Context: an optimization exercise on an open-source flow, tuned for small area. The choices shown serve that exercise and are no tape-out recipe. Function was checked by simulation only, so behaviour that the tests miss may differ from the original. No activity file was given, so power comes from the tool's default toggle rates.

## color_centroid
module color_centroid
  (
    input         clk,
    input         rst,           
    input  [2:0]  rgbfilter,     
    input         new_frame_i,   
    output [14:0] orig_addr,
    input  [11:0] orig_pxl,
    output        proc_we,
    output [14:0] proc_addr,
    output [11:0] proc_pxl,
    output [7:0]  centroid,
    output        new_centroid,
    output [2:0]  proximity
  );
  reg [14:0] cnt;
  reg        processing;
  reg        we1, we2;
  wire end_cnt = cnt[14] & cnt[11] & cnt[9] & (&cnt[7:0]);  
  always @(posedge clk, posedge rst)
    if (rst) begin
      cnt        <= 15'd0;
      processing <= 1'b0;
      we1        <= 1'b0;
      we2        <= 1'b0;
    end else begin
      we1 <= processing;
      we2 <= we1;
      cnt <= (processing & ~end_cnt) ? cnt + 1'b1 : 15'd0;
      if (processing) begin
        if (end_cnt) processing <= 1'b0;
      end else if (new_frame_i)
        processing <= 1'b1;
    end
  assign orig_addr = cnt;
  assign proc_we   = we2;
  wire        wnorm = processing & we1;
  wire [14:0] cnt_m2 = cnt - 15'd2;
  assign proc_addr = (cnt_m2 & ~({15{~wnorm}} & 15'h3500)) | {14'd0, ~we1};
  wire frame_done = we1 & ~processing;
  assign new_centroid = we2 & ~we1;
  reg [11:0] pxl_rg;
  reg        thr;
  wire [3:0] red = orig_pxl[11:8];
  wire [3:0] grn = orig_pxl[7:4];
  wire [3:0] blu = orig_pxl[3:0];
  wire signed [4:0] d_rg = {1'b0, red} - {1'b0, grn};
  wire signed [4:0] d_rb = {1'b0, red} - {1'b0, blu};
  wire signed [4:0] d_gb = {1'b0, grn} - {1'b0, blu};
  wire v_rg = d_rg >= 5'sd7;
  wire v_gr = d_rg <= -5'sd7;
  wire s_rg = (d_rg >= -5'sd2) && (d_rg <= 5'sd2);
  wire v_rb = d_rb >= 5'sd7;
  wire v_br = d_rb <= -5'sd7;
  wire s_rb = (d_rb >= -5'sd2) && (d_rb <= 5'sd2);
  wire v_gb = d_gb >= 5'sd7;
  wire v_bg = d_gb <= -5'sd7;
  wire s_gb = (d_gb >= -5'sd2) && (d_gb <= 5'sd2);
  wire fr = rgbfilter[2];
  wire fg = rgbfilter[1];
  wire fb = rgbfilter[0];
  wire hi = &{red[3:2], grn[3:2], blu[3:2]};
  wire pass = (~(fr & ~fg) | v_rg) & (~(fr & ~fb) | v_rb) &
              (~(fg & ~fr) | v_gr) & (~(fg & ~fb) | v_gb) &
              (~(fb & ~fr) | v_br) & (~(fb & ~fg) | v_bg) &
              (~(fr & fg) | s_rg) & (~(fr & fb) | s_rb) & (~(fg & fb) | s_gb) &
              (~(fr & fg & fb) | hi);
  ...
Size in the first run: about 580 cells after synthesis, roughly 0.0064 sq mm of cells after synthesis.
==> flow/config.mk <==
export PLATFORM = sky130hd
export DESIGN_NAME = color_centroid
export DESIGN_NICKNAME = color_centroid
export VERILOG_FILES = /design/flow/design.v
export SDC_FILE = /design/flow/constraint.sdc
export NUM_CORES = 4
export LEC_CHECK = 0
export CAP_MARGIN = 20
export CORE_MARGIN = 2
export CORE_UTILIZATION = 40
export CTS_BUF_LIST = sky130_fd_sc_hd__clkbuf_8
export CTS_CLUSTER_DIAMETER = 60
export CTS_CLUSTER_SIZE = 20
export SLEW_MARGIN = 20
==> flow/constraint.sdc <==
create_clock -name core_clock -period 10.0 [get_ports {clk}]
set_input_delay 2.0000 -clock core_clock [delete_from_list [all_inputs] [get_ports {clk}]]
set_output_delay 2.0000 -clock core_clock [all_outputs]
set_load 0.01 [all_outputs]
standard.sh (not shown) runs the stock make flow with config.mk's settings and CLKGATE_MAP_FILE= SYNTH_SCRIPT=/design/flow/synth_recipe.tcl, a recipe that flattens the netlist after the stock synthesis.
==> flow/flow/run.sh <==
#!/bin/bash
set -euo pipefail
WORK=$(pwd)
cp -r "$FLOW_HOME/scripts" "$WORK/orfs_scripts"
cp "$WORK/flow/abc_area_lean.script" "$WORK/orfs_scripts/abc_speed.script"
export SCRIPTS_DIR="$WORK/orfs_scripts"
export BUFFER_PORTS_ARGS="-buffer_cell sky130_fd_sc_hd__buf_1"
export CTS_ARGS="-sink_clustering_enable -repair_clock_nets -dont_use_dummy_load -buf_list sky130_fd_sc_hd__clkbuf_8 -sink_clustering_size 20 -sink_clustering_max_diameter 60"
bash standard.sh > orfs_make.log 2>&1
==> flow/flow/abc_area_lean.script <==
strash
dc2
dch -f
amap
topo
stime -c
The first run finished clean.
Change:
==> flow/flow/run.sh (replaced) <==
#!/bin/bash
set -euo pipefail
WORK=$(pwd)
cp -r "$FLOW_HOME/scripts" "$WORK/orfs_scripts"
cp "$WORK/flow/abc_area_lean.script" "$WORK/orfs_scripts/abc_speed.script"
export SCRIPTS_DIR="$WORK/orfs_scripts"
export BUFFER_PORTS_ARGS="-buffer_cell sky130_fd_sc_hd__buf_1"
export CTS_ARGS="-sink_clustering_enable -repair_clock_nets -dont_use_dummy_load -buf_list sky130_fd_sc_hd__clkbuf_16 -root_buf sky130_fd_sc_hd__clkbuf_16 -sink_clustering_size 30 -sink_clustering_max_diameter 80"
bash standard.sh > orfs_make.log 2>&1
Outcome: The changed run passed the timing, design-rule and antenna checks; final area climbs by 2.7%; power climbs by 14%; global-route usage climbs by 0.20 points; wire length stays flat; synthesized cell count stays the same; critical path depth does not change; final cell count does not change; via count barely changes; first-iteration DRC count drops by about 10%; worst setup slack is better by 0.037 ns.
Change:
==> flow/flow/run.sh (replaced) <==
#!/bin/bash
# Standard ORFS layout with two changes: the ports are buffered with the
# smallest plain buffer, and the clock tree options are given explicitly.
set -euo pipefail
export BUFFER_PORTS_ARGS="-buffer_cell sky130_fd_sc_hd__buf_1"
export CTS_ARGS="-sink_clustering_enable -repair_clock_nets -dont_use_dummy_load -buf_list sky130_fd_sc_hd__clkbuf_16 -sink_clustering_size 50 -sink_clustering_max_diameter 150"
bash standard.sh > orfs_make.log 2>&1
removed: flow/flow/abc_area_lean.script
- final area climbs by 2.0%
- area after synthesis climbs by 3.7%
- setup slack gets better by 1.1 ns
- final cell count drops by 0.90%
- die area climbs by 3.6%
- sequential share of layout area drops by 1.1 points
- routed wire length climbs by 3.4%

[re-timing with driven ports]
The results above use ideal ports. As a check the final layouts listed here were re-extracted and re-timed, cells and wires unchanged. Step 1, drivers: a clkbuf_16 drives clk and a buf_2 each remaining input, both assumed. Step 2 adds t to the input delays and takes it off the output delays; t is the mean of the earliest and latest rising clock arrival at the registers after step 1. Input paths then give back, and output paths get back, about the clock's delay inside the block. a / b / c = ideal ports / drivers / drivers and shift; a / b = the first two.
run	t, ns	setup WS [ns]	worst register clock-pin slew, ns
the first run	0.475	4.684 / 4.648 / 5.123	0.09 / 0.09
the second run	0.453	4.722 / 4.680 / 5.133	0.06 / 0.06
the third run	0.451	5.802 / 5.761 / 5.698	0.07 / 0.07
After both steps setup and hold are still met in every run listed. The setup slack of the third run, which loses most, moves by -0.041 ns with the drivers and by -0.104 ns with both steps.
